This design comes from an exercise in tuning for small area, a short achievable clock period and few clock cycles per item on the open sky130 flow, not from production work.
In this exercise RTL edits were held to simulation tests only and were not proved equivalent to the original.
Power is estimated from default activity; no workload was simulated.

==> module SHA, before the edit <==
module SHA(
	input logic PCLK_IN,
	input logic [4:0] PADDR_IN,
	input logic PRESETn_IN,
	input logic PSEL_IN,
	input logic PENABLE_IN,
	input logic PWRITE_IN,
	input logic [31:0] PWDATA_IN,
	output logic PREADY_OUT,
	output logic [31:0] PRDATA_OUT);
	localparam logic [31:0] K0 = 32'h5a827999, K1 = 32'h6ed9eba1,
	                        K2 = 32'h8f1bbcdc, K3 = 32'hca62c1d6;
	logic [31:0] M [16];    
	logic [15:0] zf;        
	logic [31:0] S [16];    
	logic [31:0] H [5];     
	logic [31:0] a, b, c, d, eKW;
	logic [6:0] p;          
	logic sch;              
	logic [3:0] tgt;        
	logic [1:0] kn;         
	logic [31:0] F1, F0;    
	logic xrot;             
	logic yen;              
	logic ok;               
	logic busy;             
	wire rdy = !busy;
	wire rst = !PRESETn_IN;
	wire we = PSEL_IN & !PENABLE_IN & PWRITE_IN & rdy;
	wire [3:0] k = PADDR_IN[4] ? 4'd15 : PADDR_IN[3:0];
	logic [15:0] wk;        
	always_comb for (int j = 0; j < 16; j++) wk[j] = we && k == j;
	wire ld = rdy & (!ok | p[4]);     
	wire hazard = we & (ld ? (k == 4'd0) : (sch | (k < tgt)));
	wire last = !rdy & (p == 7'd80);
	logic [31:0] f;
	always_comb for (int i = 0; i < 32; i++) f[i] = b[i] ? F1[i] : F0[i];
	wire [31:0] a5 = {a[26:0], a[31:27]};
	wire [31:0] T = a5 + f + eKW;
	wire [31:0] cn = {b[1:0], b[31:2]};
	wire [31:0] cxd = cn ^ c;
	wire [31:0] F1n = (kn == 2'd0) ? cn : (kn == 2'd2) ? (cn | c) : ~cxd;
	wire [31:0] F0n = (kn == 2'd0) ? c : (kn == 2'd2) ? (cn & c) : cxd;
	wire [31:0] kv = (kn == 2'd0) ? K0 : (kn == 2'd1) ? K1 : (kn == 2'd2) ? K2 : K3;
	wire [31:0] eKWn = d + kv + S[15];
	wire [3:0] tw = ld ? 4'd1 : tgt;   
	wire tv = ld | !sch;
	logic [31:0] msel;
	always_comb begin
		msel = 32'd0;
		for (int j = 0; j < 16; j++)
			if (tv && tw == j && !zf[j]) msel = msel | M[j];
	end
	wire wsel = we & tv & (k == tw);   
	wire [31:0] wrec = S[13] ^ S[8] ^ S[2] ^ S[0];
	wire [31:0] wn = wsel ? PWDATA_IN : (sch & !ld) ? {wrec[30:0], wrec[31]} : msel;
	wire [31:0] m0 = zf[0] ? 32'd0 : M[0];
	wire [31:0] X = rdy ? K0 : xrot ? {a[1:0], a[31:2]} : a;
	wire [31:0] Y = yen ? M[0] : 32'd0;
	wire [31:0] hsum = H[4] + X + Y;
	wire ring = !rdy & (p >= 7'd76);
	always_ff @(posedge PCLK_IN) begin
		for (int j = 0; j < 16; j++)
			if (wk[j]) M[j] <= PWDATA_IN;
		if (rst) zf <= 16'hffff;
		else zf <= zf & ~wk;
		for (int j = 0; j < 14; j++) S[j] <= S[j+1];
		S[14] <= ld ? m0 : S[15];
		S[15] <= wn;
		if (ld) begin
			a <= H[0]; b <= H[1]; c <= H[2]; d <= H[3]; eKW <= hsum;
			F1 <= H[2]; F0 <= H[3];
		end else begin
			a <= T; b <= a; c <= cn; d <= c; eKW <= eKWn;
			F1 <= F1n; F0 <= F0n;
		end
		if (rst || ld || last) begin
			p <= 7'd0;
			tgt <= 4'd2;
			sch <= 1'b0;
			kn <= 2'd0;
		end else begin
			p <= p + 7'd1;
			tgt <= tgt + 4'd1;
			sch <= sch | (tgt == 4'd15);
			if (p == 7'd18) kn <= 2'd1;
			if (p == 7'd38) kn <= 2'd2;
			if (p == 7'd58) kn <= 2'd3;
		end
		xrot <= (p <= 7'd77);
		yen <= rdy_n & !zf_n0;
		if (rst) begin
			PREADY_OUT <= 1'b1;
			busy <= 1'b0;
			ok <= 1'b0;
		end else begin
			if (last || hazard) ok <= 1'b0;
			else if (ld) ok <= 1'b1;
			PREADY_OUT <= rdy_n;
			busy <= !rdy_n;
		end
		if (rst) begin
			H[0] <= 32'h67452301;
			H[1] <= 32'hefcdab89;
			H[2] <= 32'h98badcfe;
			H[3] <= 32'h10325476;
			H[4] <= 32'hc3d2e1f0;
		end else if (ring) begin
			H[0] <= hsum; H[1] <= H[0]; H[2] <= H[1]; H[3] <= H[2]; H[4] <= H[3];
		end
		case (PADDR_IN)
			5'd16: PRDATA_OUT <= H[0];
			5'd17: PRDATA_OUT <= H[1];
			5'd18: PRDATA_OUT <= H[2];
			5'd19: PRDATA_OUT <= H[3];
			5'd20: PRDATA_OUT <= H[4];
			default: PRDATA_OUT <= 32'd0;
		endcase
	end
	wire rdy_n = rst | (rdy ? !(PSEL_IN & PENABLE_IN) : last);
	wire zf_n0 = rst | (zf[0] & !wk[0]);
endmodule
clock: 11.0 ns
lec_check: 0
cap_margin: 20
core_margin: 2
core_utilization: 50
gpl_timing_driven: 1
place_density: 0.6
slew_margin: 20
tns_end_percent: 5
standard.sh (not shown) runs the stock make flow with config.mk's settings and CLKGATE_MAP_FILE= SYNTH_SCRIPT=/design/flow/synth_recipe.tcl, a recipe that flattens the netlist after the stock synthesis.
==> flow/flow/run.sh <==
#!/bin/bash
# The standard layout with: the standard synthesis script, its logic mapped
# by the ABC scripts in abc_override.tcl; repair_timing aiming for a larger setup
# slack; a clock tree of larger sink clusters without dummy loads; buf_2 port
# buffers.
set -euo pipefail
here=$PWD
{ head -1 synth_recipe.tcl; sed "s|@DIR@|$here/flow|g" flow/abc_override.tcl; tail -n +2 synth_recipe.tcl; } > my_synth.tcl
bash standard.sh SYNTH_SCRIPT=$here/my_synth.tcl SETUP_SLACK_MARGIN=7.8 \
  "CTS_ARGS=-sink_clustering_enable -repair_clock_nets -dont_use_dummy_load -sink_clustering_size 24 -sink_clustering_max_diameter 100" \
  "BUFFER_PORTS_ARGS=-buffer_cell sky130_fd_sc_hd__buf_2" \
  finish > standard.log 2>&1
==> flow/flow/abc_override.tcl <==
# Logic mapping. ABC maps the input cones of the round datapath registers (a, eKW,
# F1, F0, H) with a delay-driven cut mapping that keeps the adders' prefix
# structure (fast.abc), and the rest of the logic with a choice computation and a
# delay-driven mapping (rest.abc), instead of ORFS's abc_speed.script. Only the
# combinational mapping changes; the registers are the standard synthesis's.
proc abc {args} {
  set i [lsearch -exact $args -script]
  set fast [lreplace $args $i [expr {$i + 1}] -script @DIR@/fast.abc]
  set rest [lreplace $args $i [expr {$i + 1}] -script @DIR@/rest.abc]
  yosys select -set dp {c:a*$_DFF_P_} {c:eKW*$_DFF_P_} {c:F1*$_DFF_P_} {c:F0*$_DFF_P_} {c:H*$_SDFF*} %u %u %u %u {%ci*:-sky130_fd_sc_hd__dfxtp_1[Q]:-sky130_fd_sc_hd__edfxtp_1[Q]} {t:$_*} %i
  yosys abc {*}$fast @dp
  yosys abc {*}$rest
}
==> flow/flow/fast.abc <==
strash; map -D 1000; topo; buffer -c; upsize -c; dnsize -c
==> flow/flow/rest.abc <==
strash; dch; map -D 1500; topo; buffer -c; upsize -c; dnsize -c
Testbench counts at the start, summed over its fixed seeds: cycles 34,095, blocks 397.
Then changed:
--- a/flow/design.v
+++ b/flow/design.v
@@ -14,10 +14,12 @@
 	logic [15:0] zf;        
 	logic [31:0] S [16];    
 	logic [31:0] H [5];     
 	logic [31:0] a, b, c, d, eKW;
 	logic [6:0] p;          
+	logic [15:0] oh;        
+	logic [15:0] th;        
 	logic sch;              
 	logic [3:0] tgt;        
 	logic [1:0] kn;         
 	logic [31:0] F1, F0;    
 	logic xrot;             
@@ -29,11 +31,11 @@
 	wire we = PSEL_IN & !PENABLE_IN & PWRITE_IN & rdy;
 	wire [3:0] k = PADDR_IN[4] ? 4'd15 : PADDR_IN[3:0];
 	logic [15:0] wk;        
 	always_comb for (int j = 0; j < 16; j++) wk[j] = we && k == j;
 	wire ld = rdy & (!ok | p[4]);     
-	wire hazard = we & (ld ? (k == 4'd0) : (sch | (k < tgt)));
+	wire hazard = we & (ld ? (k == 4'd0) : th[k]);
 	wire last = !rdy & (p == 7'd80);
 	logic [31:0] f;
 	always_comb for (int i = 0; i < 32; i++) f[i] = b[i] ? F1[i] : F0[i];
 	wire [31:0] a5 = {a[26:0], a[31:27]};
 	wire [31:0] T = a5 + f + eKW;
@@ -41,19 +43,18 @@
 	wire [31:0] cxd = cn ^ c;
 	wire [31:0] F1n = (kn == 2'd0) ? cn : (kn == 2'd2) ? (cn | c) : ~cxd;
 	wire [31:0] F0n = (kn == 2'd0) ? c : (kn == 2'd2) ? (cn & c) : cxd;
 	wire [31:0] kv = (kn == 2'd0) ? K0 : (kn == 2'd1) ? K1 : (kn == 2'd2) ? K2 : K3;
 	wire [31:0] eKWn = d + kv + S[15];
-	wire [3:0] tw = ld ? 4'd1 : tgt;   
-	wire tv = ld | !sch;
 	logic [31:0] msel;
 	always_comb begin
 		msel = 32'd0;
 		for (int j = 0; j < 16; j++)
-			if (tv && tw == j && !zf[j]) msel = msel | M[j];
+			if ((ld ? (j == 1) : oh[j]) && !zf[j]) msel = msel | M[j];
 	end
-	wire wsel = we & tv & (k == tw);   
+	wire [3:0] tw = ld ? 4'd1 : tgt;   
+	wire wsel = we & (ld | !sch) & (k == tw);
 	wire [31:0] wrec = S[13] ^ S[8] ^ S[2] ^ S[0];
 	wire [31:0] wn = wsel ? PWDATA_IN : (sch & !ld) ? {wrec[30:0], wrec[31]} : msel;
 	wire [31:0] m0 = zf[0] ? 32'd0 : M[0];
 	wire [31:0] X = rdy ? K0 : xrot ? {a[1:0], a[31:2]} : a;
 	wire [31:0] Y = yen ? M[0] : 32'd0;
@@ -74,17 +75,21 @@
 			a <= T; b <= a; c <= cn; d <= c; eKW <= eKWn;
 			F1 <= F1n; F0 <= F0n;
 		end
 		if (rst || ld || last) begin
 			p <= 7'd0;
+			oh <= 16'h0004;
 			tgt <= 4'd2;
+			th <= 16'h0003;
 			sch <= 1'b0;
 			kn <= 2'd0;
 		end else begin
 			p <= p + 7'd1;
+			oh <= {oh[14:0], 1'b0};
 			tgt <= tgt + 4'd1;
-			sch <= sch | (tgt == 4'd15);
+			th <= {th[14:0], 1'b1};
+			sch <= sch | oh[15];
 			if (p == 7'd18) kn <= 2'd1;
 			if (p == 7'd38) kn <= 2'd2;
 			if (p == 7'd58) kn <= 2'd3;
 		end
 		xrot <= (p <= 7'd77);
Final area fell by 1.0%.
Utilization fell by 0.89 points.
Non-clock buffer count fell by 55.
Clock power rose by about 2%.
Clock skew fell by 0.052 ns.
Routed wire length fell by 3.0%.
Global-route usage fell by 0.74 points.
Total power fell by 1.4%.
Testbench counts after the change, summed over its fixed seeds: cycles 34,095, blocks 397.

afterwards: timing with drivers on the ports:
No port has a modelled driver above. Below, the same layouts with a new extraction and two added sets of constraints.
Step 1 assumes that a clkbuf_16 drives the clock port and a buf_2 every other input.
Step 2 times the ports against the registers' clock, not the clock port: input delays grow and output delays shrink by t, the midpoint of the rising clock arrivals with the driver on.
a / b / c = ideal ports / drivers / drivers and shift; a / b = the first two.
run	t (ns)	setup slack, ns	slew at the worst register clock pin (ns)	worst data-port slew with drivers (ns)
the first run	0.715	7.445 / 7.452 / 6.737	0.11 / 0.11	0.07
the second run	0.734	7.542 / 7.466 / 6.883	0.10 / 0.10	0.13
After both steps setup and hold are still met in every run listed. The setup slack of the first run, which loses most, moves by +0.007 ns with the drivers and by -0.708 ns with both steps.
